Background: an optimization exercise with open tools, aiming at small area, a short achievable clock period and few clock cycles. Do not read the settings as production practice.
The RTL was checked by simulation tests, not by an equivalence proof against the original design.
No activity file was given, so power comes from the tool's default toggle rates.

## flow/run.sh

```bash
#!/bin/bash
# synth_recipe.tcl (not shown) runs the flow's synth.tcl, then flattens the netlist and writes it again
# the make line also repeats each setting of config.mk as NAME=value (left out here)
make -C /OpenROAD-flow-scripts/flow DESIGN_CONFIG=/design/flow/config.mk WORK_HOME=/design/flow/orfs CLKGATE_MAP_FILE= SYNTH_SCRIPT=/design/flow/synth_recipe.tcl finish
```

## flow/config.mk

```make
export PLATFORM = sky130hd
export DESIGN_NAME = dmc_top
export DESIGN_NICKNAME = dmc_top
export VERILOG_FILES = /design/flow/design.v
export SDC_FILE = /design/flow/constraint.sdc
export NUM_CORES = 4
export LEC_CHECK = 0
export ABC_CLOCK_PERIOD_IN_PS = 2500
export CAP_MARGIN = 20
export CORE_MARGIN = 2
export CORE_UTILIZATION = 40
export SETUP_SLACK_MARGIN = 2.0
export SLEW_MARGIN = 20
```

## flow/constraint.sdc

```tcl
create_clock -name core_clock -period 5.0 [get_ports {clk_i}]
set_input_delay 1.0000 -clock core_clock [delete_from_list [all_inputs] [get_ports {clk_i}]]
set_output_delay 1.0000 -clock core_clock [all_outputs]
set_load 0.01 [all_outputs]
```

## flow/design.v

```verilog
module dmc_top (
    input         clk_i,
    input         rst_n_i,
    input         start_i,
    input         read_i,
    input         write_i,
    input  [31:0] address_i,
    input  [31:0] data_i,
    output [31:0] data_o,
    output        ready_o,
    output        mem_read_o,
    output        mem_write_o,
    output [31:0] mem_address_o,
    output [31:0] mem_data_o,
    input  [31:0] mem_data_i
);
reg [31:0]  store [0:15];      
reg [27:0]  tag   [0:3];
reg [3:0]   pres  [0:3];       
reg [3:0]   dirty;
reg        busy;               
reg        rdy;                
reg        mrd;                
reg [31:0] dreg;               
reg [31:0] wdat;               
reg        byp;                
reg        pw_v;
reg [3:0]  pw_a;               
reg        pw_mem;             
reg [27:0] vtag;               
reg [3:0]  ra_a;               
reg [3:0]  mm;                 
reg [3:0]  av;                 
reg [1:0]  wp;                 
reg [15:0] wsel;               
reg [31:0] mdo;                
reg        ord, owr;           
reg [1:0]  oj;                 
wire [1:0]  idx = address_i[3:2];
wire [1:0]  off = address_i[1:0];
wire [27:0] tg  = address_i[31:4];
wire        req = rdy && start_i && (read_i || write_i);
wire        rd  = read_i;
wire        wr  = !read_i;
wire [3:0]  match;
wire [15:0] asel;
wire [15:0] sel;
genvar g;
generate
    for (g = 0; g < 4; g = g + 1) begin : cmp
        assign match[g] = (tag[g] == tg);
    end
    for (g = 0; g < 16; g = g + 1) begin : dec
        assign asel[g] = address_i[3:0] == g;
        assign sel[g]  = (rdy && asel[g]) || wsel[g];
    end
endgenerate
wire [3:0]  pi      = pres[idx];
wire        valid   = |pi;
wire        thit    = valid && match[idx];
wire        dm      = valid && !match[idx] && dirty[idx];
wire        present = thit && pi[off];
wire [31:0] wbus = pw_mem ? mem_data_i : wdat;
reg  [31:0] rword;
integer k;
always @(*) begin
    rword = 32'd0;
    for (k = 0; k < 16; k = k + 1)
        rword = rword | ({32{sel[k]}} & store[k]);
end
wire        rfwd   = pw_v && (pw_a == address_i[3:0]);
wire        mfwd   = pw_v && (pw_a == {ra_a[3:2], wp});
wire [3:0]  mi     = ~pi;
wire [1:0]  mij    = mi[0] ? 2'd0 : mi[1] ? 2'd1 : mi[2] ? 2'd2 : 2'd3;
wire [1:0]  mmj    = mm[0] ? 2'd0 : mm[1] ? 2'd1 : mm[2] ? 2'd2 : 2'd3;
wire        wavail = av[wp] || (pw_v && pw_a[1:0] == wp);
wire        last   = owr && oj == 2'd3;
wire        issue_w = !last && mm == 4'd0 && wavail;
wire [1:0]  wp_n   = issue_w ? wp + 2'd1 : wp;
assign ready_o       = rdy;
assign data_o        = byp ? mem_data_i : dreg;
assign mem_read_o    = mrd;
assign mem_write_o   = owr;
assign mem_address_o = busy ? {vtag, ra_a[3:2], oj} : address_i;
assign mem_data_o    = mdo;
always @(posedge clk_i) begin
    if (pw_v)
        store[pw_a] <= wbus;
    if (req && rd)
        dreg <= rfwd ? wbus : rword;
    else if (byp)
        dreg <= mem_data_i;
    if (req && wr)
        wdat <= data_i;
    else if (busy && byp)
        wdat <= mem_data_i;
    mdo <= mfwd ? wbus : rword;
    byp  <= req && rd && !present;
    pw_v <= 1'b0;
    if (!busy) begin
        vtag <= tag[idx];
        ra_a <= address_i[3:0];
        av   <= pi;
        ord  <= mi != 4'd0;
        mrd  <= !(req && dm) || mi != 4'd0;
        owr  <= 1'b0;
        oj   <= mij;
        mm   <= mi & ~(4'd1 << mij);
        wp   <= 2'd0;
        wsel <= (req && dm) ? 16'd1 << {idx, 2'd0} : 16'd0;
    end
    if (req) begin
        tag[idx] <= tg;
        if (dm) begin
            busy <= 1'b1;
            rdy  <= 1'b0;
        end else begin
            pw_v   <= wr || !present;
            pw_a   <= address_i[3:0];
            pw_mem <= rd;
        end
        pres[idx]  <= (thit ? pi : 4'd0) | (4'd1 << off);
        dirty[idx] <= (thit && dirty[idx]) || wr;
    end
    if (busy) begin
        if (pw_v)
            av[pw_a[1:0]] <= 1'b1;
        if (ord) begin
            pw_v   <= 1'b1;
            pw_a   <= {ra_a[3:2], oj};
            pw_mem <= 1'b1;
        end
        wp   <= wp_n;
        wsel <= last ? 16'd0 : 16'd1 << {ra_a[3:2], wp_n};
        if (last) begin
            busy   <= 1'b0;
            rdy    <= 1'b1;
            mrd    <= 1'b1;
            ord    <= 1'b0;
            owr    <= 1'b0;
            pw_v   <= 1'b1;
            pw_a   <= ra_a;
            pw_mem <= 1'b0;
        end else if (mm != 4'd0) begin
            ord    <= 1'b1;
            mrd    <= 1'b1;
            owr    <= 1'b0;
            oj     <= mmj;
            mm     <= mm & ~(4'd1 << mmj);
        end else begin
            ord    <= 1'b0;
            mrd    <= 1'b0;
            owr    <= issue_w;
            oj     <= wp;
        end
    end
    if (!rst_n_i) begin
        busy <= 1'b0;
        rdy  <= 1'b1;
        mrd  <= 1'b1;
        byp  <= 1'b0;
        pw_v <= 1'b0;
        owr  <= 1'b0;
        wsel <= 16'd0;
        for (k = 0; k < 4; k = k + 1)
            pres[k] <= 4'd0;
    end
end
endmodule
```

==> run notes, run 1 <==
----------------------------------------------------
[Power]
  Total internal power ... 11.77 mW
  Net Sw Power ... 3.832 mW
  Proportion of power drawn by the clock network ... 36.4%
  Part of the total power dissipated in combinational logic ... 12.0%
  Register share of total power ... 51.6%
  Largest voltage drop on the vdd net ... 0.0002446 V
  Final Power ... around 16 mW
  LEAKAGE ... approximately 13 nW
  Sw frac ... approximately a quarter
  Power density cells ... 401.8 mW/mm2

[Placement]
  I/O Buffers ... 199
  HPWL after DPL ... roughly 55000 um
  Placer congestion estimate ... 0.8046

[Drt]
  Routed wire per std cell ... 28.60 um
  Total vias in the final route ... 19420
  Residual antenna-violating net count after detailed routing ... 0
  Average via count per standard cell ... 5.853
  Final routed DRC violation total ... 0
  Initial detailed-routing violation count ... 1921
  Routed WL ... 94850 um
  First drt pass iteration count ... 6

[Critical path]
  WP data required ... roughly 4000 ps
  Critical Path AT ... 2040 ps
  Worst setup path class ... in2out
  Setup slack of the most critical reg-to-reg path ... 2100 ps
  Worst r2r dst ... store[9][8]$_DFFE_PP_
  Worst setup EP type ... output pin
  Setup crit start kind ... input pin
  Logic depth of the worst register-to-register path ... 3
  Maximum fanout along the worst path ... 9
  Startpoint of the lowest-slack register-to-register path ... pw_a[3]$_DFF_P_

[STA]
  Number of pins exceeding their max-slew limit in the final report ... 0
  Number of failing hold endpoints at the final stage ... 0
  # setup viols final ... 0
  Slew headroom ... between 20% and 30%
  Least-Margin Pin Slew ... 1126 ps
  Setup repair after global routing missed its margin ... true
  Part of the cycle the worst path needs ... 60.70%
  Max Clock Freq ... 329.5 MHz
  Sum Neg Setup Slack ... 0 ps
  Shortest period the worst path allows ... 3035 ps
  Worst clock skew ... 25.74 ps

[Synthesis]
  Gate Count Post-Synth ... 1960
  Leading cell types by total area after synthesis ... edfxtp_1, dfxtp_1, mux2_2, a22o_1, a221oi_1
  Syn Area/Cell ... 16.50 um2
  Library cell occupying the most area in the post-synthesis netlist ... edfxtp_1
  Flop and latch count out of synthesis ... 812
  Proportion of register bits with asynchronous set or reset after synthesis ... 0%
  Number of distinct standard cells referenced by the synthesized netlist ... 60
  Primary flip-flop cell chosen by synthesis mapping ... edfxtp_1
  Top cell type's share of synthesized area ... 64.25%
  Sequential cell area fraction in the yosys report ... 71.67%
  Synthesis warning total ... 1
  Area of the mapped netlist ... about 0.032 mm2
  Post-synth EDFFs ... 692
  Syn_nets ... roughly 2100

[Final layout]
  Utilization after layout ... 48.38%
  Nets ... approximately 2300
  Commonest cells after routing, fill and taps aside ... edfxtp_1, a22o_1, a221oi_1
  Most common library cell in the layout ignoring fill and taps ... edfxtp_1
  Multi-input gate area ... 0.009027 mm2
  Count of fill cells added during filler insertion ... 6677
  Fraction of final layout cells with drive strength greater than 1 ... a little over a fifth
  Signed area change from the synthesized netlist to the final layout ... 20.10%
  Area taken by flip-flops and latches ... 0.02319 mm2
  Antenna cells ... 0

[Floorplan]
  Starting density of the core ... 40.29%
  Die Span Y ... 288.4 um
  Number of placed I/O pins ... 200
  Placement row count ... 104
  Standard cell core area ... 0.08029 mm2
  Horizontal extent of the die ... 288.4 um
  Area enclosed by the die boundary ... 0.08315 mm2

[GRT]
  First-pass GRT wire length ... 134400 um
  Antenna violations before repair ... 3
  Maximum number of pins on one net before global-route repair ... 46
  Total congestion overflow after global routing ... 0
  GRT Resource Usage Total ... 22.10%
  Vias in the first global route ... 19640

[CTS]
  Clock slew at reported path FFs ... 60 ps
  Deepest clock path buffer count ... 3
  Clock insertion delay at the later pin of the skew report ... 640 ps
  Clock Root Buffer ... clkbuf_16
  Clock tree from TritonCTS ... yes
  CTS sink cnt ... 812
  Deepest level of the CTS H-tree ... 3
  Number of buffers inserted during clock tree synthesis ... 80

[Hold path]
  HP Class ... reg2reg
  Hold endpoint ... av[2]$_DFF_P_
  Hold-critical path depth ... 2
  Hold Path Origin ... av[2]$_DFF_P_

[Job]
  Max-capacitance violation count ... 0

[Outcome]
  Run status ... no timing/DRC/antenna violations

----------------------------------------------------
==> flip-flops by register name, indices dropped and copies added, names as in the netlist, 4 cells and up <==
register / flops
dreg: 32
ra_a: 4
tag: 112
av: 4
wdat: 32
pres: 16
vtag: 28
mm: 4
store: 512
mdo: 32
dirty: 4
pw_a: 4
wsel: 16
==> cell families (layout without fill, tap and decap cells) <==
kind of cell    after synthesis  count (layout)  share of synthesized area (%)
flops                       812             812                          71.67
fa+ha+maj                     7               7                         0.2708
buf+inv                     183             477                          2.333
xor+xnor                    119             119                          3.222
compound gates              394             397                          9.880
simple gates                217             217                          3.721
mux                         228             228                          8.901
==> critical path, stage by stage <==
cell and delay (ps):
buf_2 90, inv_1 190, o21ai_1 200, clkdlybuf4s50_1 550
==> worst max-delay path by stage <==
| stage | from | endpoint | slack, ps | depth (start not counted) |
|---|---|---|---|---|
| 3_3_place_gp | address_i[19] | dirty[3]$_DFFE_PP_ | 730 | 9 |
| 3_5_place_dp | address_i[19] | dirty[2]$_DFFE_PP_ | 750 | 9 |
| 6_report | address_i[3] | mem_address_o[3] | 1960 | 4 |
| 2_1_floorplan | address_i[2] | dreg[23]$_DFF_P_ | 1850 | 13 |
| 4_1_cts | address_i[1] | mem_address_o[1] | 1820 | 4 |
| 5_1_grt | address_i[3] | mem_address_o[3] | 1870 | 4 |
==> cell type report <==
class / instances / area share (%)
flip-flops and latches: 812 / 59.70
multi-input cells: 968 / 23.24
repair buffers: 280 / 6.864
clock buffers: 119 / 5.769
well taps: 1060 / 3.414
inverters: 53 / 0.5218
clock inverters: 25 / 0.4928
==> metal layers <==
| layer | vias to the layer above | share of wire, % | GRT usage (%) |
|---|---|---|---|
| met5 | - | 0.039 | 0 |
| met4 | 6 | 2.6 | 6.632 |
| met3 | 141 | 8.0 | 4.368 |
| met2 | 836 | 47 | 35.82 |
| met1 | 10120 | 42 | 30.22 |
| li1 | 8309 | - | - |
==> power groups by stage <==
stage | registers (mW) | logic, mW | clock network [mW]
final | 8.05 | 1.87 | 5.68
after global routing | 8.07 | 2.00 | 5.99
after detailed placement | 8.20 | 1.86 | 0
after CTS | 8.05 | 1.85 | 5.76
after floorplan | 8.10 | 1.03 | 0
after global placement | 8.19 | 1.82 | 0
==> synthesized netlist by cell type (6+ instances only) <==
library cell	instances
o21ba_2	16
ha_1	7
nand2_1	56
nand3_1	6
o22ai_1	8
inv_1	50
buf_2	42
xnor2_1	54
xor2_1	65
edfxtp_1	692
nand4_1	16
a21o_1	17
and4_1	32
nor3_1	14
and3_1	9
mux2_2	124
mux4_2	34
buf_1	19
clkbuf_1	67
dfxtp_1	120
o21ai_0	64
a221oi_1	128
nand2b_1	7
a21oi_1	7
a22o_1	131
nor2_1	41
mux2i_1	69
nor4_1	18
==> per-stage QoR <==
step	hold slack (ps)	cell area [um2]	setup slack (ps)	std cells
after global routing	494.4	38850	1872	3317
final	486.3	38850	1965	3317
after detailed placement	468.4	35930	746.9	3144
after global placement	463.8	35900	731.8	3143
after CTS	481.2	38620	1821	3303
after floorplan	443.4	32610	1848	1960
==> timing repair <==
item / in CTS / in global routing
endpoints found under the setup margin: 212 / 103
setup buffers: 13 / 10
endpoints found under the hold margin: 0 / 0
resized for setup: 275 / 72
pin swaps: 8 / 27
hold buffers: 0 / 0
gates cloned: 2 / 3
Testbench counts, summed over its fixed seeds: cycles 8,771.
==> inputs of run 2 (changes only) <==
--- a/flow/config.mk
+++ b/flow/config.mk
@@ -10,4 +10,4 @@
 export CORE_MARGIN = 2
 export CORE_UTILIZATION = 40
-export SETUP_SLACK_MARGIN = 2.0
+export SETUP_SLACK_MARGIN = 1.5
 export SLEW_MARGIN = 20
==> run 2 against run 1 <==
  * Worst hold slack got worse by 4.4 ps
  * Count of clock-buffer cells in the layout fell by 22
  * Sequential cell count is the same
  * Design area fell by 0.87%
  * First-iteration DRC count grew 15%
  * Register-to-register slack improved by 50 ps
  * Clock skew is 7.3 ps higher
  * Sequential power about the same
  * Non-clock buffer count shrank 17
  * Wire length decreased by 1.5%
  * Area after synthesis is the same
  * Highest routed layer unchanged
==> run notes, run 2 <==
----------------------------------------------------
[Floorplan]
  Starting density of the core ... 40.29%
  Horizontal extent of the die ... 288.4 um
  Placement row count ... 104
  Standard cell core area ... roughly 0.08 mm2
  Number of placed I/O pins ... 200
  Area enclosed by the die boundary ... 0.08315 mm2
  Die Span Y ... 288.4 um

[Critical path]
  Worst setup EP type ... output pin
  Kind of cell adding the most delay to the critical path ... buffers and inverters
  Critical Path AT ... 2520 ps
  Total number of cells along the worst setup path ... 3
  Highest cell delay on the worst timing path ... roughly 640 ps
  Cells along the critical path ... clkdlybuf4s50_1 -> mux2_2 -> clkdlybuf4s50_1
  WP data required ... 4000 ps
  Cell seen most often among critical-path stages ... clkdlybuf4s50_1
  Setup crit start kind ... input pin
  Maximum fanout along the worst path ... 3
  Worst setup path class ... in2out
  Crit-path slowest cell ... clkdlybuf4s50_1
  Logic depth of the worst register-to-register path ... 8
  Worst Path Buf+Inv ... 2

[Drt]
  Total vias in the final route ... 19140
  Final routed DRC violation total ... 0
  Routed WL ... 93420 um
  Residual antenna-violating net count after detailed routing ... 0
  Average via count per standard cell ... around 5.8
  Routed wire per std cell ... 28.29 um
  Initial detailed-routing violation count ... approximately 2200
  First drt pass iteration count ... 5

[Outcome]
  Run status ... no timing/DRC/antenna violations

[Placement]
  Placer congestion estimate ... around 0.8
  I/O Buffers ... 199
  HPWL after DPL ... ~56000 um
  Cells after DPL ... 3152
  DP Worst Slack ... 758.1 ps

[STA]
  Worst clock skew ... 33.06 ps
  Sum Neg Setup Slack ... 0 ps
  Slew headroom ... between 20% and 30%
  # setup viols final ... 0
  Setup repair after global routing missed its margin ... false
  Number of failing hold endpoints at the final stage ... 0
  Number of pins exceeding their max-slew limit in the final report ... 0
  Part of the cycle the worst path needs ... a little over two thirds
  Shortest period the worst path allows ... 3520 ps
  Max Clock Freq ... 284.1 MHz
  Minimum setup slack in the final design ... between 1000 and 1500 ps
  Least-Margin Pin Slew ... 1159 ps

[Synthesis]
  Syn Area/Cell ... between 15 and 20 um2
  Area of the mapped netlist ... 0.03234 mm2
  Post-synth EDFFs ... 692
  Synthesis warning total ... 1
  Top cell type's share of synthesized area ... 64.25%
  Leading cell types by total area after synthesis ... edfxtp_1, dfxtp_1, mux2_2, a22o_1, a221oi_1
  Sequential cell area fraction in the yosys report ... 71.67%
  Gate Count Post-Synth ... 1960
  Flop and latch count out of synthesis ... between 800 and 900
  Most common library cells after synthesis ... edfxtp_1, a22o_1, a221oi_1
  Syn_nets ... 2068
  Number of distinct standard cells referenced by the synthesized netlist ... 60
  Proportion of register bits with asynchronous set or reset after synthesis ... 0%
  Library cell occupying the most area in the post-synthesis netlist ... edfxtp_1
  Leading cell type by number of instances after synthesis ... edfxtp_1
  Primary flip-flop cell chosen by synthesis mapping ... edfxtp_1

[GRT]
  Total congestion overflow after global routing ... 0
  First-pass GRT wire length ... ~130000 um
  Vias in the first global route ... 19050
  Antenna violations before repair ... 2
  Maximum number of pins on one net before global-route repair ... 66
  GRT Resource Usage Total ... ~22%

[CTS]
  Clock tree from TritonCTS ... yes
  Clock insertion delay at the later pin of the skew report ... around 630 ps
  Clock Root Buffer ... clkbuf_16
  Clock slew at reported path FFs ... 50 ps
  Hold-fix buffer count after cts ... 0
  Deepest clock path buffer count ... 3
  Deepest level of the CTS H-tree ... 3
  CTS sink cnt ... around 810
  Number of buffers inserted during clock tree synthesis ... 80

[Final layout]
  Antenna cells ... 0
  Largest registers ... store: 512 flops, tag: 112 flops
  Nets ... 2283
  Top reg by flops ... store
  Fraction of final layout cells with drive strength greater than 1 ... a little under a fifth
  Filler-free cell count of the finished design ... 3302
  Signed area change from the synthesized netlist to the final layout ... 19.05%
  Commonest cells after routing, fill and taps aside ... edfxtp_1, clkdlybuf4s50_1, a22o_1
  Most common library cell in the layout ignoring fill and taps ... edfxtp_1
  Number of flip-flops in the largest register ... 512

[Hold path]
  HP Class ... reg2reg
  Hold-critical path depth ... 2

[Power]
  Power density cells ... around 410 mW/mm2
  Largest voltage drop on the vdd net ... approximately 0.00027 V
  LEAKAGE ... 12.89 nW

[Job]
  Max-capacitance violation count ... 0

----------------------------------------------------
-- run 2: logic make-up after synthesis --
logic type | synth area share [%]
adders and majority gates | 0.2708
AOI/OAI and AO/OA | 9.880
and+or+nand+nor | 3.721
muxes | 8.901
xor gates and xnor gates | 3.222
buffers and inverters | 2.333
DFF | 71.67
-- run 2: worst paths after layout --
path	to	slack, ps	startpoint
setup / recovery	data_o[4]	1480	mem_data_i[4]
setup reg to reg	dreg[25]$_DFF_P_	2150	rdy$_SDFF_PN1_
hold reg to reg	av[2]$_DFF_P_	480	av[2]$_DFF_P_
hold / removal	av[2]$_DFF_P_	480	av[2]$_DFF_P_
-- run 2: layout make-up --
cell class	instances	area, um2
well taps	1060	1326
clock buffers	97	2106
multi-input cells	965	8594
repair buffers	263	2576
inverters	53	203.9
clock inverters	52	509.2
fillers	6723	41780
flip-flops and latches	812	23190
-- run 2: power breakdown --
part | leakage, nW | switching, mW | internal, mW | total (mW)
clock | 1.29 | 2.56 | 3.44 | 6.00
combinational | 4.31 | 1.10 | 0.743 | 1.84
sequential | 7.30 | 0.182 | 7.87 | 8.05
total | 12.9 | 3.84 | 12.0 | 15.9
-- run 2: per-layer routing --
layer / wire, um / vias up / track usage (%)
li1: - / 8267 / -
met1: 39440 / 9910 / 30.57
met2: 44760 / 846 / 35.79
met3: 7405 / 111 / 4.360
met4: 1740 / 4 / 5.661
met5: 80 / - / 0.5682
-- run 2: what timing repair did --
item | 4_1_cts | 5_1_grt
gates resized for setup | 32 | 13
pin swaps | 0 | 2
setup buffers | 0 | 1
setup endpoints to repair | 86 | 57
-- run 2: metrics by stage --
step / total power, mW / utilization [%] / hold slack [ps] / cell area (um2)
detailed placement: 10.02 / 44.62 / 480.9 / 35820
global placement: 9.982 / 44.61 / 459.8 / 35810
global route: 16.39 / 47.96 / 502.0 / 38510
finish: 15.89 / 47.96 / 481.9 / 38510
CTS: 15.97 / 47.89 / 487.9 / 38450
floorplan: 9.086 / - / 443.4 / 32350
-- run 2: worst min-delay path: stages, from the launching register on --
cell,delay (ps)
dfxtp_1,300
inv_1,50
a31oi_1,70
==> inputs of run 3 (changes only) <==
--- a/flow/config.mk
+++ b/flow/config.mk
@@ -10,4 +10,4 @@
 export CORE_MARGIN = 2
 export CORE_UTILIZATION = 40
-export SETUP_SLACK_MARGIN = 1.5
+export SETUP_SLACK_MARGIN = 2.5
 export SLEW_MARGIN = 20
==> run 3 against run 2 <==
  * Still clean on timing, DRC and antenna
  * Count of clock-buffer cells in the layout rose by 6
  * Wire length is 11% higher
  * Worst hold slack better by 10 ps
  * Clock power is 6.7% higher
  * Sequential share of layout area fell by 6.4 points
  * Combinational power rose by 28%
  * Register-to-register slack better by 170 ps
  * Clock skew increased by 14 ps
  * Sequential cell count did not move
  * Fmax rose by 22%
  * Critical path type is now reg2out
  * Critical endpoint is now data_o[10]
  * Highest routed layer unchanged
==> run notes, run 3 <==
----------------------------------------------------
[Power]
  Power density cells ... between 300 and 400 mW/mm2
  LEAKAGE ... 15.39 nW
  Largest voltage drop on the vdd net ... 0.0002460 V

[Final layout]
  Multi-input gate area ... 0.01047 mm2
  Filler-free cell count of the finished design ... 3499
  Count of fill cells added during filler insertion ... 6276
  Nets ... 2477
  Top reg by flops ... store
  Commonest cells after routing, fill and taps aside ... edfxtp_1, buf_4, a22o_1
  Most common library cell in the layout ignoring fill and taps ... edfxtp_1
  Utilization after layout ... 53.71%
  Area taken by flip-flops and latches ... 0.02320 mm2
  Fraction of final layout cells with drive strength greater than 1 ... between 30% and 40%
  Number of flip-flops in the largest register ... 512
  Signed area change from the synthesized netlist to the final layout ... 33.32%
  Largest registers ... store: 512 flops, tag: 112 flops

[Critical path]
  Maximum fanout along the worst path ... 4
  Critical Path AT ... 1890 ps
  Startpoint of the lowest-slack register-to-register path ... tag[0][4]$_DFFE_PP_
  Worst r2r dst ... dirty[3]$_DFFE_PP_
  WP data required ... around 4000 ps
  Capture point of the worst path ... data_o[10]
  Logic depth of the worst register-to-register path ... 8
  Worst setup EP type ... output pin
  Launching element of the worst setup path ... byp$_SDFF_PN0_
  Setup crit start kind ... register
  Worst setup path class ... reg2out
  Setup slack of the most critical reg-to-reg path ... 2320 ps

[Drt]
  Initial detailed-routing violation count ... 2478
  Average via count per standard cell ... about 6
  Routed wire per std cell ... 29.66 um
  Final routed DRC violation total ... 0
  Residual antenna-violating net count after detailed routing ... 0
  Routed WL ... 103800 um
  First drt pass iteration count ... 6
  Total vias in the final route ... 20630

[Synthesis]
  Sequential cell area fraction in the yosys report ... 71.67%
  Synthesis warning total ... 1
  Top cell type's share of synthesized area ... approximately 64%
  Proportion of register bits with asynchronous set or reset after synthesis ... 0%
  Most common library cells after synthesis ... edfxtp_1, a22o_1, a221oi_1
  Leading cell types by total area after synthesis ... edfxtp_1, dfxtp_1, mux2_2, a22o_1, a221oi_1
  Number of distinct standard cells referenced by the synthesized netlist ... 60
  Post-synth EDFFs ... ~700
  Library cell occupying the most area in the post-synthesis netlist ... edfxtp_1
  Area of the mapped netlist ... 0.03234 mm2
  Primary flip-flop cell chosen by synthesis mapping ... edfxtp_1
  Syn_nets ... 2068
  Gate Count Post-Synth ... around 2000
  Leading cell type by number of instances after synthesis ... edfxtp_1
  Flop and latch count out of synthesis ... slightly above 800
  Syn Area/Cell ... ~17 um2

[STA]
  Setup repair after global routing missed its margin ... true
  Shortest period the worst path allows ... 2893 ps
  # setup viols final ... 0
  Sum Neg Setup Slack ... 0 ps
  Least-Margin Pin Slew ... 913.0 ps
  Worst clock skew ... 47.27 ps
  Max Clock Freq ... 345.7 MHz
  Part of the cycle the worst path needs ... 57.86%
  Number of failing hold endpoints at the final stage ... 0
  Slew headroom ... 39.07%
  Number of pins exceeding their max-slew limit in the final report ... 0

[CTS]
  Deepest level of the CTS H-tree ... 3
  Clock slew at reported path FFs ... 60 ps
  Deepest clock path buffer count ... 3
  Clock tree from TritonCTS ... yes
  Clock insertion delay at the later pin of the skew report ... 660 ps
  Number of buffers inserted during clock tree synthesis ... between 80 and 90
  Hold-fix buffer count after cts ... 0
  Clock Root Buffer ... clkbuf_16
  CTS sink cnt ... approximately 810

[Floorplan]
  Number of placed I/O pins ... 200
  Area enclosed by the die boundary ... 0.08315 mm2
  Starting density of the core ... about two fifths
  Horizontal extent of the die ... about 290 um
  Placement row count ... 104
  Standard cell core area ... 0.08029 mm2
  Die Span Y ... slightly below 300 um

[Placement]
  Cells after DPL ... 3148
  I/O Buffers ... 199
  Placer congestion estimate ... 0.8487
  HPWL after DPL ... 53790 um

[GRT]
  Maximum number of pins on one net before global-route repair ... 46
  Antenna violations before repair ... 3
  First-pass GRT wire length ... 144500 um
  Total congestion overflow after global routing ... 0
  GRT Resource Usage Total ... between 20% and 30%
  Vias in the first global route ... ~20000

[Job]
  Max-capacitance violation count ... 0

[Hold path]
  HP Class ... reg2reg

[Outcome]
  Run status ... no timing/DRC/antenna violations

----------------------------------------------------
run 3: power breakdown:
part | switching, mW | internal, mW
clock | 2.70 | 3.71
sequential | 0.186 | 7.87
combinational | 1.30 | 1.06
run 3: worst min path at each step:
stage,start,end,cells past startpoint
floorplan,av[2]$_DFF_P_,av[2]$_DFF_P_,2
global placement,av[2]$_DFF_P_,av[2]$_DFF_P_,2
detailed placement,av[2]$_DFF_P_,av[2]$_DFF_P_,2
CTS,av[2]$_DFF_P_,av[2]$_DFF_P_,2
global route,av[2]$_DFF_P_,av[2]$_DFF_P_,2
finish,av[2]$_DFF_P_,av[2]$_DFF_P_,2
run 3: critical path: stages, from the launching register on:
cell     delay (ps)
dfxtp_4         390
buf_12          150
buf_16          140
buf_6           120
mux2_4          310
buf_6           130
run 3: per-layer routing:
layer	share of wire, %	up-vias	GRT usage (%)
li1	-	8658	-
met1	41	10610	34.08
met2	47	1160	38.78
met3	8.9	202	3.863
met4	3.0	4	6.308
met5	0.022	-	0
run 3: stage by stage:
step	hold slack [ps]	cell area, um2	total power, mW	setup slack (ps)
global placement	459.5	36200	10.03	762.1
floorplan	443.4	32950	9.169	1841
finish	492.0	43120	16.81	2107
detailed placement	480.3	36200	10.07	582.6
CTS	491.9	41740	16.68	2101
global route	507.3	43120	17.27	2089
run 3: cell type report:
class | instances | area share (%)
tap | 1060 | 3.076
timing repair buffer | 448 | 11.77
antenna | 1 | 0.005803
inverter | 53 | 0.5484
multi-input combinational | 969 | 24.27
clock inverter | 53 | 1.401
clock buffer | 103 | 5.139
sequential | 812 | 53.79
run 3: timing repair:
action                     4_1_cts  5_1_grt
gates cloned                    21        4
pin swaps                       68       86
setup buffers                  121       48
setup endpoints to repair      651      330
gates resized for setup        839      166
run 3: kinds of logic (layout without fill, tap and decap cells):
kind of cell	count (synthesis)	after routing	share of synthesized area (%)
multiplexers	228	228	8.901
flip-flops	812	812	71.67
AND/OR/NAND/NOR	217	220	3.721
AO/OA/AOI/OAI	394	395	9.880
other	0	1	0
XOR/XNOR	119	119	3.222
adder cells (fa/ha/maj)	7	7	0.2708
buffers and inverters	183	657	2.333
==> inputs of run 4 (changes only) <==
--- a/flow/design.v
+++ b/flow/design.v
@@ -25,4 +25,5 @@
 reg [31:0] wdat;               
 reg        byp;                
+reg        nbyp;               
 reg        pw_v;
 reg [3:0]  pw_a;               
@@ -79,8 +80,8 @@
 wire [1:0]  wp_n   = issue_w ? wp + 2'd1 : wp;
 assign ready_o       = rdy;
-assign data_o        = byp ? mem_data_i : dreg;
+assign data_o        = ({32{byp}} & mem_data_i) | ({32{nbyp}} & dreg);
 assign mem_read_o    = mrd;
 assign mem_write_o   = owr;
-assign mem_address_o = busy ? {vtag, ra_a[3:2], oj} : address_i;
+assign mem_address_o = ({32{rdy}} & address_i) | ({32{busy}} & {vtag, ra_a[3:2], oj});
 assign mem_data_o    = mdo;
 always @(posedge clk_i) begin
@@ -97,4 +98,5 @@
     mdo <= mfwd ? wbus : rword;
     byp  <= req && rd && !present;
+    nbyp <= !(req && rd && !present);
     pw_v <= 1'b0;
     if (!busy) begin
@@ -112,12 +114,11 @@
     if (req) begin
         tag[idx] <= tg;
+        pw_a   <= address_i[3:0];
+        pw_mem <= rd;
         if (dm) begin
             busy <= 1'b1;
             rdy  <= 1'b0;
-        end else begin
-            pw_v   <= wr || !present;
-            pw_a   <= address_i[3:0];
-            pw_mem <= rd;
-        end
+        end else
+            pw_v <= wr || !present;
         pres[idx]  <= (thit ? pi : 4'd0) | (4'd1 << off);
         dirty[idx] <= (thit && dirty[idx]) || wr;
@@ -160,4 +161,5 @@
         mrd  <= 1'b1;
         byp  <= 1'b0;
+        nbyp <= 1'b1;
         pw_v <= 1'b0;
         owr  <= 1'b0;
--- a/flow/config.mk
+++ b/flow/config.mk
@@ -10,4 +10,4 @@
 export CORE_MARGIN = 2
 export CORE_UTILIZATION = 40
-export SETUP_SLACK_MARGIN = 2.5
+export SETUP_SLACK_MARGIN = 2.0
 export SLEW_MARGIN = 20
==> run 4 against run 3 <==
  * Still clean
  * Worst setup slack worse by 86 ps
  * Sequential cell count is 1 higher
  * Count of clock-buffer cells in the layout is 3 lower
  * Via count fell by 3.3%
  * Highest routed layer is now met4
==> run notes, run 4 <==
----------------------------------------------------
[Outcome]
  Run status ... no timing/DRC/antenna violations

[Critical path]
  Critical Path AT ... ~2000 ps
  Worst setup path class ... in2out
  Setup crit start kind ... input pin
  Worst setup EP type ... output pin
  Setup slack of the most critical reg-to-reg path ... 2080 ps
  Startpoint of the lowest-slack register-to-register path ... rdy$_SDFF_PN1_
  Worst r2r dst ... dreg[17]$_DFFE_PP_
  WP data required ... ~4000 ps
  Logic depth of the worst register-to-register path ... 10
  Maximum fanout along the worst path ... 4

[Drt]
  Initial detailed-routing violation count ... 2151
  First drt pass iteration count ... 6
  Routed wire per std cell ... 29.50 um
  Residual antenna-violating net count after detailed routing ... 0
  Average via count per standard cell ... between 5 and 6
  WL met3 ... 8154 um
  Met1 wire length ... between 40000 and 50000 um
  Highest layer used for signal routing ... met4
  Total vias in the final route ... ~20000
  Final routed DRC violation total ... 0
  DR WL met2 ... 46100 um
  Routed WL ... 98440 um

[GRT]
  Maximum number of pins on one net before global-route repair ... 51
  Total congestion overflow after global routing ... 0
  Antenna violations before repair ... 2
  First-pass GRT wire length ... between 100000 and 150000 um
  Vias in the first global route ... 19870
  GRT Resource Usage Total ... 22.96%

[Final layout]
  Largest registers ... store: 512 flops, tag: 112 flops
  Area taken by flip-flops and latches ... 0.02354 mm2
  Multi-input gate area ... 0.008548 mm2
  Top reg by flops ... store
  Fraction of final layout cells with drive strength greater than 1 ... 19.08%
  Commonest cells after routing, fill and taps aside ... edfxtp_1, a22o_1, a221oi_1
  Count of fill cells added during filler insertion ... 6682
  Number of flip-flops in the largest register ... about 510
  Signed area change from the synthesized netlist to the final layout ... 19.67%
  Most common library cell in the layout ignoring fill and taps ... edfxtp_1
  Nets ... between 2000 and 2500

[Power]
  Sw frac ... 24.53%
  Proportion of power drawn by the clock network ... 38.6%
  Part of the total power dissipated in combinational logic ... 11.4%
  Largest voltage drop on the vdd net ... 0.0002749 V
  LEAKAGE ... 13.45 nW
  Power density cells ... 410.7 mW/mm2
  Register share of total power ... 50.0%
  Total internal power ... 12.14 mW
  Net Sw Power ... 3.946 mW

[Floorplan]
  Area enclosed by the die boundary ... about 0.084 mm2
  Starting density of the core ... 40.50%
  Placement row count ... ~100
  Die Span Y ... slightly below 300 um
  Number of placed I/O pins ... 200
  Horizontal extent of the die ... 290.0 um
  Standard cell core area ... 0.08081 mm2

[Synthesis]
  Top cell type's share of synthesized area ... 66.43%
  Primary flip-flop cell chosen by synthesis mapping ... edfxtp_1
  Flop and latch count out of synthesis ... 813
  Most common library cells after synthesis ... edfxtp_1, a22o_1, a221oi_1
  Area of the mapped netlist ... 0.03273 mm2
  Leading cell type by number of instances after synthesis ... edfxtp_1
  Sequential cell area fraction in the yosys report ... 71.87%
  Library cell occupying the most area in the post-synthesis netlist ... edfxtp_1
  Syn_nets ... 2096
  Post-synth EDFFs ... 724
  Leading cell types by total area after synthesis ... edfxtp_1, dfxtp_1, a22o_1, a221oi_1, mux2_2
  Syn Area/Cell ... 16.47 um2
  Number of distinct standard cells referenced by the synthesized netlist ... 66
  Gate Count Post-Synth ... 1987
  Proportion of register bits with asynchronous set or reset after synthesis ... 0%
  Synthesis warning total ... 1

[CTS]
  Number of buffers inserted during clock tree synthesis ... 82
  CTS sink cnt ... 813
  Deepest clock path buffer count ... 3
  Clock slew at reported path FFs ... approximately 50 ps
  Clock Root Buffer ... clkbuf_16
  Deepest level of the CTS H-tree ... 3
  Clock tree from TritonCTS ... yes
  Clock insertion delay at the later pin of the skew report ... 640 ps
  Hold-fix buffer count after cts ... 0

[Hold path]
  HP Class ... reg2reg
  Hold Path Origin ... av[2]$_DFF_P_
  Hold-critical path depth ... 2
  Hold endpoint ... av[2]$_DFF_P_

[STA]
  Sum Neg Setup Slack ... 0 ps
  Least-Margin Pin Slew ... 1121 ps
  Number of pins exceeding their max-slew limit in the final report ... 0
  # setup viols final ... 0
  Setup repair after global routing missed its margin ... false
  Slew headroom ... 25.00%
  Worst clock skew ... 23.83 ps
  Part of the cycle the worst path needs ... 59.58%
  Max Clock Freq ... 335.7 MHz
  Final hold slack ... 482.2 ps
  Shortest period the worst path allows ... ~3000 ps
  Number of failing hold endpoints at the final stage ... 0

[Placement]
  Placer congestion estimate ... 0.8177
  HPWL after DPL ... 59900 um
  I/O Buffers ... 199

[Job]
  Max-capacitance violation count ... 0

----------------------------------------------------
## run 4: cell count changes in the layout (fill, tap and decap cells not counted), sizes merged, moves of 20 or more
cell	change
a21oi	+22
clkdlybuf4s50	+60
o21ai	-27
xnor2	-20
buf	-234
dlygate4sd2	-22
mux2	-56
edfxtp	+32
dfxtp	-31
a22o	+60
## run 4: area by class of cell
type / instances / share of cell area, %
sequential: 813 / 60.10
multi-input combinational: 976 / 21.82
timing repair buffer: 282 / 7.207
antenna: 2 / 0.01278
tap: 1060 / 3.386
clock buffer: 100 / 5.702
clock inverter: 50 / 1.217
inverter: 54 / 0.5526
## run 4: how the worst max path moves through the flow
stage | startpoint | endpoint | slack, ps
after floorplan | address_i[2] | dreg[19]$_DFFE_PP_ | 1820
after global placement | address_i[1] | dreg[4]$_DFFE_PP_ | 970
after detailed placement | address_i[1] | dreg[4]$_DFFE_PP_ | 920
after CTS | mem_data_i[19] | data_o[19] | 1880
after global routing | address_i[7] | dirty[1]$_DFFE_PP_ | 2000
final | mem_data_i[25] | data_o[25] | 2020
## run 4: what timing repair did
action	CTS	global route
pin swaps	1	1
endpoints found under the setup margin	243	97
resized for setup	272	33
endpoints found under the hold margin	0	0
buffers inserted	10	5
gates cloned	3	0
## run 4: routing by layer
metal | up-vias | global-route usage (%)
met5 | - | 0
li1 | 8461 | -
met4 | 0 | 6.784
met3 | 150 | 4.940
met1 | 10420 | 31.60
met2 | 919 | 36.71
## run 4: stage by stage
stage          worst slack (ps)  cells  util, %  instance area, um2  power (mW)
4_1_cts                    1884   3330    48.34               39060       16.12
5_1_grt                    2000   3336    48.47               39170       16.53
3_5_place_dp              922.0   3167    44.73               36140       9.983
2_1_floorplan              1817   1987        -               32910       9.081
6_report                   2021   3337    48.47               39170       16.09
3_3_place_gp              968.7   3167    44.73               36140       9.948
## run 4: power groups by stage
stage / registers (mW) / logic (mW) / clock network [mW]
final: 8.05 / 1.83 / 6.21
after floorplan: 8.11 / 0.970 / 0
after global placement: 8.19 / 1.76 / 0
after detailed placement: 8.20 / 1.78 / 0
after CTS: 8.05 / 1.81 / 6.27
after global routing: 8.07 / 1.93 / 6.53
## run 4: kinds of logic (layout without fill, tap and decap cells)
group / Yosys count / in the layout / share of synthesized area [%]
AOI/OAI and AO/OA: 480 / 480 / 11.93
buffers and inverters: 198 / 486 / 2.852
muxes: 150 / 150 / 6.082
DFF: 813 / 813 / 71.87
xor gates and xnor gates: 117 / 117 / 3.131
adders and majority gates: 8 / 8 / 0.3058
other: 0 / 2 / 0
and+or+nand+nor: 221 / 221 / 3.831
## run 4: worst max-delay path: stages
cell and delay (ps):
dlygate4sd2_1 280, a22o_1 220, clkdlybuf4s50_1 480
Testbench counts of run 4, summed over its fixed seeds: cycles 8,771.
==> inputs of run 5 (changes only) <==
--- a/flow/config.mk
+++ b/flow/config.mk
@@ -6,8 +6,7 @@
 export NUM_CORES = 4
 export LEC_CHECK = 0
-export ABC_CLOCK_PERIOD_IN_PS = 2500
 export CAP_MARGIN = 20
 export CORE_MARGIN = 2
-export CORE_UTILIZATION = 40
+export CORE_UTILIZATION = 60
 export SETUP_SLACK_MARGIN = 2.0
 export SLEW_MARGIN = 20
==> run 5 against run 4 <==
  * Still clean
  * Critical path depth grew 6
  * Die area is 33% lower
  * Global-route usage grew 11 points
  * Power is 0.78% lower
  * First-iteration DRC count increased by 17%
  * Synthesized cell count is the same
  * Largest cell class unchanged
==> run notes, run 5 <==
----------------------------------------------------
[Critical path]
  Highest cell delay on the worst timing path ... 480 ps
  WP data required ... ~5400 ps
  Setup crit start kind ... input pin
  Worst setup path class ... in2reg
  Critical Path AT ... 3370 ps
  Crit-path slowest cell ... and4_1
  Kind of cell adding the most delay to the critical path ... compound AO/OA/AOI/OAI gates
  Worst setup EP type ... register
  Worst Path Buf+Inv ... 2
  Cells along the critical path ... buf_4 -> clkinvlp_4 -> ha_2 -> a21o_2 -> a22o_1 -> a221oi_1 -> and4_1 -> mux2_4 -> o21ai_1
  Maximum fanout along the worst path ... 10

[Synthesis]
  Syn_nets ... approximately 2100
  Flop and latch count out of synthesis ... 813
  Post-synth EDFFs ... 724
  Sequential cell area fraction in the yosys report ... a little under three quarters
  Area of the mapped netlist ... 0.03273 mm2
  Simple-gate share of the synthesized area ... approximately 3.8%
  Largest family of logic cells by synthesized area ... compound AO/OA/AOI/OAI gates
  Syn Area/Cell ... ~16 um2
  Most common library cells after synthesis ... edfxtp_1, a22o_1, a221oi_1
  XOR/XNOR share of the synthesized area ... approximately 3.1%
  Leading cell types by total area after synthesis ... edfxtp_1, dfxtp_1, a22o_1, a221oi_1, mux2_2
  Leading cell type by number of instances after synthesis ... edfxtp_1
  Proportion of register bits with asynchronous set or reset after synthesis ... 0%
  Gate Count Post-Synth ... ~2000
  Area share of fa/ha/maj cells after synthesis ... less than 1%
  Library cell occupying the most area in the post-synthesis netlist ... edfxtp_1
  Synthesis warning total ... 1
  Share of cell area taken by muxes after synthesis ... ~6%
  Primary flip-flop cell chosen by synthesis mapping ... edfxtp_1
  Fraction of the mapped netlist area in compound gates ... 11.93%
  Number of distinct standard cells referenced by the synthesized netlist ... 66
  Top cell type's share of synthesized area ... 66.43%

[Final layout]
  Antenna cells ... 0
  Commonest cells after routing, fill and taps aside ... edfxtp_1, a22o_1, a221oi_1
  Most common library cell in the layout ignoring fill and taps ... edfxtp_1
  Top reg by flops ... store
  Number of flip-flops in the largest register ... 512
  Filler-free cell count of the finished design ... slightly below 3000
  Utilization after layout ... 71.78%
  Nets ... 2320
  Finished Cell Area ... 0.03870 mm2
  Signed area change from the synthesized netlist to the final layout ... 18.25%
  Fraction of final layout cells with drive strength greater than 1 ... 18.68%
  Largest registers ... store: 512 flops, tag: 112 flops

[CTS]
  Clock slew at reported path FFs ... 60 ps
  Clock tree from TritonCTS ... yes
  Hold-fix buffer count after cts ... 0
  CTS sink cnt ... 813
  Clock insertion delay at the later pin of the skew report ... 630 ps
  Number of buffers inserted during clock tree synthesis ... 82
  Clock Root Buffer ... clkbuf_16
  Deepest clock path buffer count ... 3
  Deepest level of the CTS H-tree ... 3

[STA]
  Slew headroom ... about a quarter
  Max Clock Freq ... about 330 MHz
  Shortest period the worst path allows ... 3022 ps
  Worst clock skew ... 20.21 ps
  Setup repair after global routing missed its margin ... true
  # setup viols final ... 0
  Final hold slack ... 466.2 ps
  Least-Margin Pin Slew ... 1134 ps
  Part of the cycle the worst path needs ... between 60 and 70%
  Number of failing hold endpoints at the final stage ... 0
  Number of pins exceeding their max-slew limit in the final report ... 0
  Minimum setup slack in the final design ... between 1500 and 2000 ps
  Sum Neg Setup Slack ... 0 ps

[Drt]
  First drt pass iteration count ... 8
  Routed WL ... 94510 um
  Routed wire per std cell ... 31.86 um
  Average via count per standard cell ... 6.807
  WL met3 ... 11940 um
  Residual antenna-violating net count after detailed routing ... 0
  Final routed DRC violation total ... 0
  DR WL met2 ... 40180 um
  Met1 wire length ... 40980 um
  Total vias in the final route ... 20190
  Initial detailed-routing violation count ... 2509
  Highest layer used for signal routing ... met4

[GRT]
  GRT Resource Usage Total ... approximately a third
  Vias in the first global route ... between 15000 and 20000
  First-pass GRT wire length ... 136100 um
  Total congestion overflow after global routing ... 0
  Maximum number of pins on one net before global-route repair ... 65
  Antenna violations before repair ... 0

[Power]
  Final Power ... 15.96 mW
  Largest voltage drop on the vdd net ... 0.0003365 V
  LEAKAGE ... about 13 nW
  Power density cells ... 412.4 mW/mm2

[Hold path]
  HP Class ... reg2reg

[Floorplan]
  Horizontal extent of the die ... 237.6 um
  Placement row count ... 85
  Standard cell core area ... 0.05392 mm2
  Number of placed I/O pins ... 200
  Die Span Y ... 237.6 um
  Area enclosed by the die boundary ... 0.05643 mm2
  Starting density of the core ... 60.70%

[Placement]
  DP Worst Slack ... 826.0 ps
  I/O Buffers ... 199
  HPWL after DPL ... 55610 um
  Placer congestion estimate ... 0.8332
  Placement Cell Area ... 0.03570 mm2
  Cells after DPL ... 2805

[Job]
  Max-capacitance violation count ... 0

[Outcome]
  Run status ... no timing/DRC/antenna violations

----------------------------------------------------
-- run 5: cell counts after synthesis --
No cell type changed its count.
-- run 5: logic make-up (layout without fill, tap and decap cells) --
family	Yosys count	count (layout)
DFF	813	813
AOI/OAI and AO/OA	480	480
and+or+nand+nor	221	221
buffers and inverters	198	481
muxes	150	150
xor gates and xnor gates	117	117
adders and majority gates	8	8
-- run 5: worst paths after layout --
path	startpoint	endpoint	slack, ps	depth (start not counted)
worst max-delay path	address_i[2]	dreg[0]$_DFFE_PP_	1980	9
worst min-delay path	av[3]$_DFF_P_	av[3]$_DFF_P_	470	2
worst max register to register	pw_mem$_DFF_P_	store[0][25]$_DFFE_PP_	2070	3
worst min register to register	av[3]$_DFF_P_	av[3]$_DFF_P_	470	2
-- run 5: metal layers --
layer | global-route usage [%] | vias to the layer above
li1 | - | 8466
met2 | 47.26 | 1250
met3 | 9.163 | 108
met1 | 52.88 | 10370
met5 | 0 | -
met4 | 8.310 | 0
-- run 5: worst register-to-register path, stage by stage (launching register included) --
cell	delay, ps
dfxtp_2	880
buf_4	430
mux2i_1	790
inv_1	450
-- run 5: area by class of cell --
| type | instances | area [um2] |
|---|---|---|
| Clock buffer | 108 | 2212 |
| Clock inverter | 35 | 416.7 |
| Timing Repair Buffer | 284 | 2864 |
| Tap cell | 696 | 870.8 |
| Fill cell | 3445 | 15220 |
| Sequential cell | 813 | 23540 |
| Inverter | 54 | 212.7 |
| Multi-Input combinational cell | 976 | 8587 |
-- run 5: report_power, final --
part	leakage [nW]	switching [mW]	internal, mW	total [mW]
logic	4.77	1.13	0.713	1.84
clock network	1.26	2.54	3.53	6.07
registers	7.34	0.181	7.87	8.05
-- run 5: repair_timing --
action	in CTS	in global routing
setup endpoints to repair	155	84
pin swaps	4	1
cloned	4	0
setup buffers	13	1
resized for setup	256	55
==> inputs of run 6 (changes only) <==
--- a/flow/config.mk
+++ b/flow/config.mk
@@ -8,5 +8,5 @@
 export CAP_MARGIN = 20
 export CORE_MARGIN = 2
-export CORE_UTILIZATION = 60
+export CORE_UTILIZATION = 75
 export SETUP_SLACK_MARGIN = 2.0
 export SLEW_MARGIN = 20
==> run 6 against run 5 <==
  * Still clean
  * Worst hold slack gained 21 ps
  * Sequential cell count is the same
  * Via count grew 8.9%
  * Design area shrank 1.4%
  * Power shrank 1.3%
  * Register-to-register slack lost 90 ps
  * Critical endpoint is now dreg[9]$_DFFE_PP_
==> run notes, run 6 <==
----------------------------------------------------
[CTS]
  Clock Root Buffer ... clkbuf_16
  CTS sink cnt ... roughly 810
  Clock slew at reported path FFs ... 70 ps
  Clock insertion delay at the later pin of the skew report ... 620 ps
  Deepest level of the CTS H-tree ... 3
  Clock tree from TritonCTS ... yes
  Number of buffers inserted during clock tree synthesis ... 76
  Hold-fix buffer count after cts ... 0
  Deepest clock path buffer count ... 3

[Floorplan]
  Area enclosed by the die boundary ... 0.04533 mm2
  Horizontal extent of the die ... 212.9 um
  Die Span Y ... 212.9 um
  Standard cell core area ... about 0.043 mm2
  Starting density of the core ... between 70% and 80%
  Number of placed I/O pins ... 200
  Placement row count ... 76

[STA]
  # setup viols final ... 0
  Shortest period the worst path allows ... between 3000 and 4000 ps
  Number of failing hold endpoints at the final stage ... 0
  Max Clock Freq ... 313.6 MHz
  Slew headroom ... between 30% and 40%
  Least-Margin Pin Slew ... about 1000 ps
  Final hold slack ... 486.7 ps
  Part of the cycle the worst path needs ... 63.77%
  Sum Neg Setup Slack ... 0 ps
  Number of pins exceeding their max-slew limit in the final report ... 0
  Setup repair after global routing missed its margin ... true
  Worst clock skew ... 27.40 ps

[Critical path]
  Worst r2r dst ... dreg[29]$_DFFE_PP_
  WP data required ... 5340 ps
  Setup slack of the most critical reg-to-reg path ... 1980 ps
  Critical Path AT ... 3530 ps
  Worst setup path class ... in2reg
  Maximum fanout along the worst path ... 32
  Startpoint of the lowest-slack register-to-register path ... pw_a[2]$_DFF_P_
  Setup crit start kind ... input pin
  Capture point of the worst path ... dreg[9]$_DFFE_PP_
  Logic depth of the worst register-to-register path ... 6
  Worst setup EP type ... register
  Launching element of the worst setup path ... address_i[2]

[Final layout]
  Antenna cells ... 0
  Fraction of final layout cells with drive strength greater than 1 ... 18.57%
  Count of fill cells added during filler insertion ... roughly 1700
  Filler-free cell count of the finished design ... 2836
  Multi-input gate area ... 0.008641 mm2
  Most common library cell in the layout ignoring fill and taps ... edfxtp_1
  Largest registers ... store: 512 flops, tag: 112 flops
  Utilization after layout ... 88.56%
  Top reg by flops ... store
  Area taken by flip-flops and latches ... 0.02354 mm2
  Commonest cells after routing, fill and taps aside ... edfxtp_1, a22o_1, a221oi_1
  Nets ... 2302
  Signed area change from the synthesized netlist to the final layout ... 16.56%
  Number of flip-flops in the largest register ... around 500

[Job]
  Max-capacitance violation count ... 0

[GRT]
  Met3 layer usage reported by global route ... 14.72%
  First-pass GRT wire length ... 142500 um
  Met2 GRT Util ... 64.82%
  Antenna violations before repair ... 2
  Routing usage on met1 ... 61.83%
  GRT Resource Usage Total ... between 40% and 50%
  Total congestion overflow after global routing ... 0
  Maximum number of pins on one net before global-route repair ... 66
  Busiest grt layer ... met2
  Vias in the first global route ... ~21000

[Drt]
  Routed WL ... between 100000 and 150000 um
  Average via count per standard cell ... 7.751
  Total vias in the final route ... 21980
  Residual antenna-violating net count after detailed routing ... 0
  Routed wire per std cell ... 35.73 um
  Initial detailed-routing violation count ... approximately 4100
  First drt pass iteration count ... 10
  Final routed DRC violation total ... 0

[Synthesis]
  Sequential cell area fraction in the yosys report ... 71.87%
  Flop and latch count out of synthesis ... 813
  Synthesis warning total ... 1
  Most common library cells after synthesis ... edfxtp_1, a22o_1, a221oi_1
  Leading cell types by total area after synthesis ... edfxtp_1, dfxtp_1, a22o_1, a221oi_1, mux2_2
  Top cell type's share of synthesized area ... 66.43%
  Library cell occupying the most area in the post-synthesis netlist ... edfxtp_1
  Leading cell type by number of instances after synthesis ... edfxtp_1
  Syn Area/Cell ... about 16 um2
  Gate Count Post-Synth ... around 2000
  Proportion of register bits with asynchronous set or reset after synthesis ... 0%
  Post-synth EDFFs ... 724
  Syn_nets ... ~2100
  Area of the mapped netlist ... ~0.033 mm2
  Primary flip-flop cell chosen by synthesis mapping ... edfxtp_1
  Number of distinct standard cells referenced by the synthesized netlist ... 66

[Outcome]
  Run status ... no timing/DRC/antenna violations

[Hold path]
  Hold Path Origin ... av[2]$_DFF_P_
  HP Class ... reg2reg

[Placement]
  HPWL after DPL ... 54040 um
  Cells after DPL ... 2687
  I/O Buffers ... 199
  Placer congestion estimate ... 0.8926

[Power]
  Net Sw Power ... a little under 4 mW
  Register share of total power ... 51.2%
  Power density cells ... 412.7 mW/mm2
  Part of the total power dissipated in combinational logic ... 12.1%
  Proportion of power drawn by the clock network ... 36.7%
  Sw frac ... 25.08%
  Total internal power ... 11.80 mW
  LEAKAGE ... 13.19 nW
  Largest voltage drop on the vdd net ... around 0.00036 V

----------------------------------------------------
-- run 6: cell counts after synthesis --
No cell type changed its count.
-- run 6: power by group through the flow --
stage	clock network (mW)	logic, mW	registers (mW)
after floorplan	0	0.970	8.11
after global placement	0	1.69	8.18
after detailed placement	0	1.74	8.19
after CTS	5.68	1.81	8.05
after global routing	5.95	1.97	8.07
final	5.77	1.91	8.06
-- run 6: timing repair --
action	in CTS	in global routing
buffers inserted	11	1
gates resized for setup	253	68
pin swaps	3	1
setup endpoints to repair	236	102
gates cloned	1	0
-- run 6: final cells by class --
cell class / instances / share of cell area, %
sequential: 813 / 61.71
multi-input combinational: 976 / 22.65
timing repair buffer: 272 / 6.809
clock buffer: 102 / 5.510
tap: 585 / 1.919
clock inverter: 34 / 0.8134
inverter: 54 / 0.5936
-- run 6: per-layer routing --
| metal | up-vias | share of wire [%] | routed length (um) |
|---|---|---|---|
| met4 | 4 | 4.5 | 4551 |
| li1 | 8419 | - | - |
| met5 | - | 0.022 | 22 |
| met2 | 2513 | 44 | 44960 |
| met1 | 10630 | 33 | 33780 |
| met3 | 411 | 18 | 18010 |
-- run 6: critical path, stage by stage --
cell and delay, ps:
buf_2 120, buf_4 210, ha_2 270, a21o_1 210, buf_6 250, a22o_1 270, a221oi_1 460, and4_1 410
mux2_2 210, o21ai_1 60
-- run 6: kinds of logic (layout without fill, tap and decap cells) --
| logic type | Yosys count | in the layout | synth area share (%) |
|---|---|---|---|
| simple gates | 221 | 221 | 3.831 |
| buf+inv | 198 | 462 | 2.852 |
| fa+ha+maj | 8 | 8 | 0.3058 |
| mux | 150 | 150 | 6.082 |
| xor+xnor | 117 | 117 | 3.131 |
| flops | 813 | 813 | 71.87 |
| compound gates | 480 | 480 | 11.93 |
-- run 6: worst min path at each step --
stage                     to  cells past startpoint
3_5_place_dp   av[3]$_DFF_P_                      2
5_1_grt        av[2]$_DFF_P_                      2
6_report       av[2]$_DFF_P_                      2
4_1_cts        av[2]$_DFF_P_                      2
3_3_place_gp   av[3]$_DFF_P_                      2
2_1_floorplan  av[3]$_DFF_P_                      2
-- run 6: stage by stage --
step | setup slack [ps] | power (mW) | instance area (um2)
2_1_floorplan | 1817 | 9.081 | 32910
3_5_place_dp | 1002 | 9.935 | 35470
3_3_place_gp | 1055 | 9.869 | 35470
6_report | 1812 | 15.75 | 38150
5_1_grt | 1837 | 15.99 | 38150
4_1_cts | 1835 | 15.53 | 38020
==> inputs of run 7 (changes only) <==
==> flow/flow/run.sh (new file) <==
#!/bin/bash
# The standard layout, with the ports buffered by plain buffers instead of the
# delay cells buffer_ports picks by default.
set -euo pipefail
export BUFFER_PORTS_ARGS="-buffer_cell sky130_fd_sc_hd__buf_4"
bash standard.sh > standard.log 2>&1
==> flow/standard.sh (new file) <==
#!/bin/bash
# synth_recipe.tcl (not shown) runs the flow's synth.tcl, then flattens the netlist and writes it again
# the make line also repeats each setting of config.mk as NAME=value (left out here)
make -C /OpenROAD-flow-scripts/flow DESIGN_CONFIG=/design/flow/config.mk WORK_HOME=/design/flow/orfs CLKGATE_MAP_FILE= SYNTH_SCRIPT=/design/flow/synth_recipe.tcl "${@:-finish}"
--- a/flow/config.mk
+++ b/flow/config.mk
@@ -8,5 +8,5 @@
 export CAP_MARGIN = 20
 export CORE_MARGIN = 2
-export CORE_UTILIZATION = 75
+export CORE_UTILIZATION = 40
 export SETUP_SLACK_MARGIN = 2.0
 export SLEW_MARGIN = 20
removed: flow/run.sh
==> run 7 against run 6 <==
  * Still clean
  * Worst setup slack improved by 270 ps
  * Final cell count up 16%
  * Area after synthesis is the same
  * Count of clock-buffer cells in the layout fell by 4
  * Wire length down 5.0%
  * Non-clock buffer count shrank 23
  * Sequential cell count is the same
  * Highest routed layer is now met4
==> run notes, run 7 <==
----------------------------------------------------
[Synthesis]
  Leading cell types by total area after synthesis ... edfxtp_1, dfxtp_1, a22o_1, a221oi_1, mux2_2
  Leading cell type by number of instances after synthesis ... edfxtp_1
  Top cell type's share of synthesized area ... 66.43%
  Proportion of register bits with asynchronous set or reset after synthesis ... 0%
  Syn Area/Cell ... 16.47 um2
  Primary flip-flop cell chosen by synthesis mapping ... edfxtp_1
  Flop and latch count out of synthesis ... 813
  Gate Count Post-Synth ... 1987
  Area of the mapped netlist ... 0.03273 mm2
  Number of distinct standard cells referenced by the synthesized netlist ... between 60 and 70
  Synthesis warning total ... 1
  Library cell occupying the most area in the post-synthesis netlist ... edfxtp_1
  Post-synth EDFFs ... 724
  Sequential cell area fraction in the yosys report ... 71.87%
  Most common library cells after synthesis ... edfxtp_1, a22o_1, a221oi_1
  Syn_nets ... about 2100

[GRT]
  Busiest grt layer ... met2
  Met3 layer usage reported by global route ... 4.626%
  GRT Resource Usage Total ... 22.46%
  Vias in the first global route ... approximately 19000
  Maximum number of pins on one net before global-route repair ... 51
  First-pass GRT wire length ... 139000 um
  Antenna violations before repair ... 3
  Met2 GRT Util ... 35.33%
  Total congestion overflow after global routing ... 0
  Routing usage on met1 ... a little under a third

[Hold path]
  HP Class ... reg2reg

[Job]
  Max-capacitance violation count ... 0

[Final layout]
  Top reg by flops ... store
  Nets ... 2285
  Most common library cell in the layout ignoring fill and taps ... edfxtp_1
  Signed area change from the synthesized netlist to the final layout ... 17.16%
  Fraction of final layout cells with drive strength greater than 1 ... 23.75%
  Count of fill cells added during filler insertion ... 6718
  Number of flip-flops in the largest register ... slightly above 500
  Commonest cells after routing, fill and taps aside ... edfxtp_1, buf_4, a22o_1
  Largest registers ... store: 512 flops, tag: 112 flops

[STA]
  Worst clock skew ... approximately 16 ps
  Part of the cycle the worst path needs ... 58.45%
  Shortest period the worst path allows ... 2923 ps
  Final hold slack ... 478.0 ps
  Setup repair after global routing missed its margin ... true
  # setup viols final ... 0
  Least-Margin Pin Slew ... 1132 ps
  Number of failing hold endpoints at the final stage ... 0
  Slew headroom ... approximately a quarter
  Number of pins exceeding their max-slew limit in the final report ... 0
  Max Clock Freq ... 342.1 MHz
  Sum Neg Setup Slack ... 0 ps

[CTS]
  CTS sink cnt ... 813
  Deepest clock path buffer count ... 3
  Hold-fix buffer count after cts ... 0
  Deepest level of the CTS H-tree ... 3
  Clock insertion delay at the later pin of the skew report ... 640 ps
  Clock slew at reported path FFs ... around 60 ps
  Number of buffers inserted during clock tree synthesis ... roughly 80
  Clock tree from TritonCTS ... yes
  Clock Root Buffer ... clkbuf_16

[Floorplan]
  Number of placed I/O pins ... 200
  Starting density of the core ... 40.50%
  Area enclosed by the die boundary ... approximately 0.084 mm2
  Placement row count ... 104
  Standard cell core area ... 0.08081 mm2
  Die Span Y ... 290.0 um
  Horizontal extent of the die ... 290.0 um

[Placement]
  HPWL after DPL ... ~57000 um
  Placer congestion estimate ... around 0.81
  I/O Buffers ... 199

[Drt]
  Initial detailed-routing violation count ... 2244
  Average via count per standard cell ... about 6
  Residual antenna-violating net count after detailed routing ... 0
  Routed wire per std cell ... 29.15 um
  Total vias in the final route ... 19610
  First drt pass iteration count ... 5
  Routed WL ... slightly below 100000 um
  Final routed DRC violation total ... 0

[Critical path]
  Setup crit start kind ... input pin
  Worst setup path class ... in2reg
  Maximum fanout along the worst path ... 32
  Worst setup EP type ... register
  WP data required ... between 5000 and 6000 ps
  Critical Path AT ... 3280 ps

[Power]
  Largest voltage drop on the vdd net ... 0.0002349 V
  LEAKAGE ... 13.17 nW
  Power density cells ... 414.6 mW/mm2

[Outcome]
  Run status ... no timing/DRC/antenna violations

----------------------------------------------------
## run 7: per-layer routing
layer,vias to the layer above,routed length (um)
li1,8392,-
met5,-,0
met2,904,44810
met3,119,8235
met4,0,1733
met1,10200,41490
## run 7: cell type report
class	count	area, um2	area share [%]
timing repair buffer	249	2081	5.426
clock inverter	50	457.9	1.194
inverter	54	226.5	0.5906
sequential	813	23530	61.37
multi-input combinational	976	8522	22.22
clock buffer	98	2195	5.723
tap	1060	1326	3.459
antenna	2	5.005	0.01305
## run 7: metrics by stage
stage | util (%) | cell area (um2) | std cells | setup slack [ps] | total power, mW
6_report | 47.45 | 38340 | 3302 | 2077 | 15.90
3_5_place_dp | 44.02 | 35570 | 3150 | 1166 | 9.904
3_3_place_gp | 43.95 | 35510 | 3148 | 1212 | 9.862
4_1_cts | 47.39 | 38300 | 3300 | 2027 | 15.95
2_1_floorplan | - | 32910 | 1987 | 1817 | 9.081
5_1_grt | 47.45 | 38340 | 3302 | 1990 | 16.35
## run 7: power breakdown
part | switching [mW] | internal, mW
logic | 1.11 | 0.641
registers | 0.168 | 7.87
clock network | 2.61 | 3.50
## run 7: worst paths after layout
path         depth (start not counted)  slack, ps       startpoint                endpoint
min reg2reg                          2        480    av[3]$_DFF_P_           av[3]$_DFF_P_
max reg2reg                          3       2110  pw_a[2]$_DFF_P_  store[7][20]$_DFFE_PP_
max                                 10       2080     address_i[2]      dreg[31]$_DFFE_PP_
min                                  2        480    av[3]$_DFF_P_           av[3]$_DFF_P_
## run 7: logic make-up (layout without fill, tap and decap cells)
family	Yosys count	after routing	share of synthesized area, %
and+or+nand+nor	221	221	3.831
buffers and inverters	198	451	2.852
AOI/OAI and AO/OA	480	480	11.93
other	0	2	0
adders and majority gates	8	8	0.3058
xor gates and xnor gates	117	117	3.131
DFF	813	813	71.87
muxes	150	150	6.082
## run 7: what timing repair did
| action | in CTS | in global routing |
|---|---|---|
| setup buffers | 2 | 0 |
| pin swaps | 0 | 1 |
| gates resized for setup | 16 | 13 |
| endpoints found under the setup margin | 207 | 20 |
## run 7: worst max-delay path: stages
cell        delay (ps)
buf_4              220
clkinvlp_4         180
ha_4               230
a21o_1             200
buf_6              250
a22o_1             280
a221oi_1           240
and4_2             340
mux2_2             240
o21ai_1             90

[port drivers added, routing unchanged]
In the flow no input, the clock included, has a driving cell. The finished layouts below were timed again as built, in two steps. Step 1, drivers: a clkbuf_16 drives clk_i and a buf_2 each remaining input, both assumed. Step 2 moves the port delays by t, midway between the first and last clock arrival at a register: inputs arrive t later, outputs are due t later. That takes back most of the time a late clock gives input paths. Three values: ideal, step 1, step 2; two values: the first two.
run | t (ns) | setup WS [ns] | hold WS [ns] | clock arrival spread, ns | worst slew at a driven data input, ns
run 1 | 0.698 | 1.965 / 1.922 / 1.348 | 0.486 / 0.486 / 0.486 | 0.028 / 0.027 | 0.09
run 2 | 0.677 | 1.480 / 1.440 / 0.910 | 0.482 / 0.482 / 0.482 | 0.037 / 0.036 | 0.08
run 3 | 0.707 | 2.107 / 2.038 / 1.613 | 0.492 / 0.492 / 0.492 | 0.048 / 0.047 | 0.09
run 4 | 0.691 | 2.021 / 1.958 / 1.388 | 0.482 / 0.482 / 0.482 | 0.024 / 0.025 | 0.10
run 5 | 0.689 | 1.978 / 1.960 / 1.329 | 0.466 / 0.466 / 0.466 | 0.023 / 0.024 | 0.06
run 6 | 0.666 | 1.812 / 1.840 / 1.174 | 0.487 / 0.487 / 0.487 | 0.028 / 0.028 | 0.06
run 7 | 0.698 | 2.077 / 2.030 / 1.409 | 0.478 / 0.478 / 0.478 | 0.017 / 0.017 | 0.10
After both steps every run listed still meets setup and hold. The setup slack of run 7, which loses most, moves by -0.047 ns with the drivers and by -0.668 ns with both steps.
